Source: an optimization exercise on an open RTL-to-GDS flow (aim: small area, a short achievable clock period and few clock cycles). Production flows keep margins and buffers that such runs may drop. Where RTL was checked, it was by simulation tests only, not by an equivalence proof against the original. Power and IR drop assume default switching activity.

v55:
==> flow/design.v (excerpt) <==
module control#(parameter m=3, w=220, h=220)(
    input rstn,clk,ready,
    input [(m*m)-1:0] kernel,
    output wire [15:0] img_addr,
    output wire img_rd,
    input [7:0] img_data,
    output wire res_valid,
    output wire [15:0] res_addr,
    output wire [7:0] out,
    output wire finish
    );
make LEC_CHECK=0 CAP_MARGIN=20 CORE_MARGIN=2 CORE_UTILIZATION=40 CTS_BUF_LIST='sky130_fd_sc_hd__clkbuf_4 sky130_fd_sc_hd__clkbuf_8 sky130_fd_sc_hd__clkbuf_16' CTS_CLUSTER_SIZE=20 SLEW_MARGIN=20 finish   # period 13.0 ns
run.sh (not shown) runs the stock make flow with config.mk's settings and CLKGATE_MAP_FILE= SYNTH_SCRIPT=/design/flow/synth_recipe.tcl, a recipe that flattens the netlist after the stock synthesis.
v55 did not stop at any stage, and its layout met the timing, design-rule and antenna checks.
Here is what was changed in the inputs of v44 compared with v55.
diff --git a/flow/config.mk b/flow/config.mk
--- a/flow/config.mk
+++ b/flow/config.mk
@@ -10,4 +10,5 @@
 export CORE_UTILIZATION = 40
-export CTS_BUF_LIST = sky130_fd_sc_hd__clkbuf_4 sky130_fd_sc_hd__clkbuf_8 sky130_fd_sc_hd__clkbuf_16
-export CTS_CLUSTER_SIZE = 20
+export CTS_BUF_LIST = sky130_fd_sc_hd__clkbuf_8
+export CTS_CLUSTER_DIAMETER = 50
+export CTS_CLUSTER_SIZE = 25
 export SLEW_MARGIN = 20
--- outcome ---
The combinational fraction of design power reported for v44 is greater than that of v55 by 2.7 points. Area growth from synthesis to final layout: v44 vs v55 down 2.3 points. Between v44 and v55, the period utilization does not differ in any meaningful way. Taking v55 as the reference, in v44 fill cell total of the finished layout higher; setup slack went up by 0.0044 ns; cell area after layout fell about 2%; count of clock buffers in the final design dropped 2.
Modified inputs, v20 compared to v44
diff --git a/flow/config.mk b/flow/config.mk
--- a/flow/config.mk
+++ b/flow/config.mk
@@ -10,5 +10,2 @@
 export CORE_UTILIZATION = 40
-export CTS_BUF_LIST = sky130_fd_sc_hd__clkbuf_8
-export CTS_CLUSTER_DIAMETER = 50
-export CTS_CLUSTER_SIZE = 25
 export SLEW_MARGIN = 20
Findings:
Comparing v44 and v20, the higher share of post-route cells with drive strength above 1 was measured on v44.
A master of the slowest instance on the critical path of dfxtp_1 is what v20 shows, while clkdlybuf4s50_1 belongs to v44.
Diff v44 -> v20 | design area | up slightly
Between v44 and v20, power dissipated by switching net loads is lower for v20, v44 comes in above that.
Per the comparison of v20 with v44, worst supply voltage drop on vdd shows a reduction of 0.85%, total power shows an increase of 180 uW, wire length reported by the detailed router shows an increase of about 0.36%.
Compared with v44, in v20 via count moved up; non-clock buffer count was more or less identical; setup slack dropped 0.0044 ns.
Any difference in total routing usage reported by global routing between v44 and v20 is small enough to ignore.
No run of this note included a check of the RTL's function; only the layout flow was run.

* * *

Another version of the RTL of control (not shown whole).
Size in the first run: ~63 I/O pins, about 9400 um^2 of cells after synthesis.
export LEC_CHECK = 0
export ABC_AREA = 1
export CAP_MARGIN = 20
export CORE_MARGIN = 2
export CORE_UTILIZATION = 40
export SLEW_MARGIN = 20
create_clock -name core_clock -period 13.0 [get_ports {clk}]
standard.sh (not shown) runs the stock make flow with config.mk's settings and CLKGATE_MAP_FILE= SYNTH_SCRIPT=/design/flow/synth_recipe.tcl, a recipe that flattens the netlist after the stock synthesis.
==> flow/flow/run.sh <==
#!/bin/bash
# The standard layout (standard.sh: unchanged synthesis, floorplan, power
# grid, placement, CTS and routing), run with three settings of its own:
#  - port buffers made from buf_1 cells instead of the default buffer cell;
#  - a clock tree of clkbuf_8/clkbuf_16 cells in clusters of up to 30 sinks,
#    without dummy loads;
set -euo pipefail
export BUFFER_PORTS_ARGS="-buffer_cell sky130_fd_sc_hd__buf_1"
export CTS_ARGS="-sink_clustering_enable -repair_clock_nets -root_buf sky130_fd_sc_hd__clkbuf_16 -buf_list {sky130_fd_sc_hd__clkbuf_8 sky130_fd_sc_hd__clkbuf_16} -sink_clustering_size 30 -sink_clustering_max_diameter 100 -dont_use_dummy_load"
export SETUP_SLACK_MARGIN=9.3
bash standard.sh > standard.log 2>&1
The starting point ran to the end with no violations.
Testbench counts at the start, summed over its fixed seeds: cycles 391,812.
Edit:
--- a/flow/flow/run.sh
+++ b/flow/flow/run.sh
@@ -10 +10 @@
-export SETUP_SLACK_MARGIN=9.3
+export SETUP_SLACK_MARGIN=9.4
Settings changed: ABC_AREA 1 to not set.
Effect: Worst hold slack got worse by 30 ps. Utilization came out higher by 1.3 points. Fmax climbs by a few percent.
Edit:
--- a/flow/flow/run.sh
+++ b/flow/flow/run.sh
@@ -10 +10 @@
-export SETUP_SLACK_MARGIN=9.4
+export SETUP_SLACK_MARGIN=9.3
The new run finished clean; sequential power goes up slightly; via count goes down slightly; cell area goes down by a few percent; wire length goes down slightly; cell count goes down slightly; power goes down by a few percent; setup slack loses 83 ps; global-route usage goes down by 0.20 points; worst hold slack hardly moves; utilization goes down by 0.98 points; die area does not change.
Edit:
--- a/flow/flow/run.sh
+++ b/flow/flow/run.sh
@@ -10 +10 @@
-export SETUP_SLACK_MARGIN=9.3
+export SETUP_SLACK_MARGIN=9.2
What happened: The new run completed with no timing, DRC or antenna violations. Design area hardly moves. Synthesized area does not change. Worst setup slack gets worse by 69 ps. Power barely changes. Maximum frequency came out lower by 1.9%. Core utilization stays flat. Die area is unchanged. Wire length is unchanged. First-iteration DRC count came out higher by 0.75%.

static timing again, ports no longer ideal:
How much do the figures lean on ideal ports? The routed layouts below were timed once more, with nothing changed but the port constraints.
Step 1 sets driving cells, clkbuf_16 on the clock port and buf_2 on the other inputs (assumed; they add their load-dependent delay and slew).
Step 2 moves the port delays by t, midway between the first and last clock arrival at a register: inputs arrive t later, outputs are due t later. That takes back most of the time a late clock gives input paths.
Slacks: ideal / step 1 / step 2; pairs: ideal / step 1.
run | t, ns | setup WS [ns] | worst slew at a driven data input, ns
v55 | 0.571 | 8.589 / 8.544 / 9.052 | 0.03
v44 | 0.601 | 8.593 / 8.550 / 9.032 | 0.03
v20 | 0.571 | 8.589 / 8.544 / 9.052 | 0.03
the first run of note 2 | 0.505 | 9.364 / 9.320 / 9.499 | 0.03
the second run of note 2 | 0.507 | 9.447 / 9.404 / 9.547 | 0.03
the third run of note 2 | 0.508 | 9.364 / 9.321 / 9.539 | 0.03
the fourth run of note 2 | 0.508 | 9.295 / 9.252 / 9.495 | 0.03
After both steps every run listed still meets setup and hold.
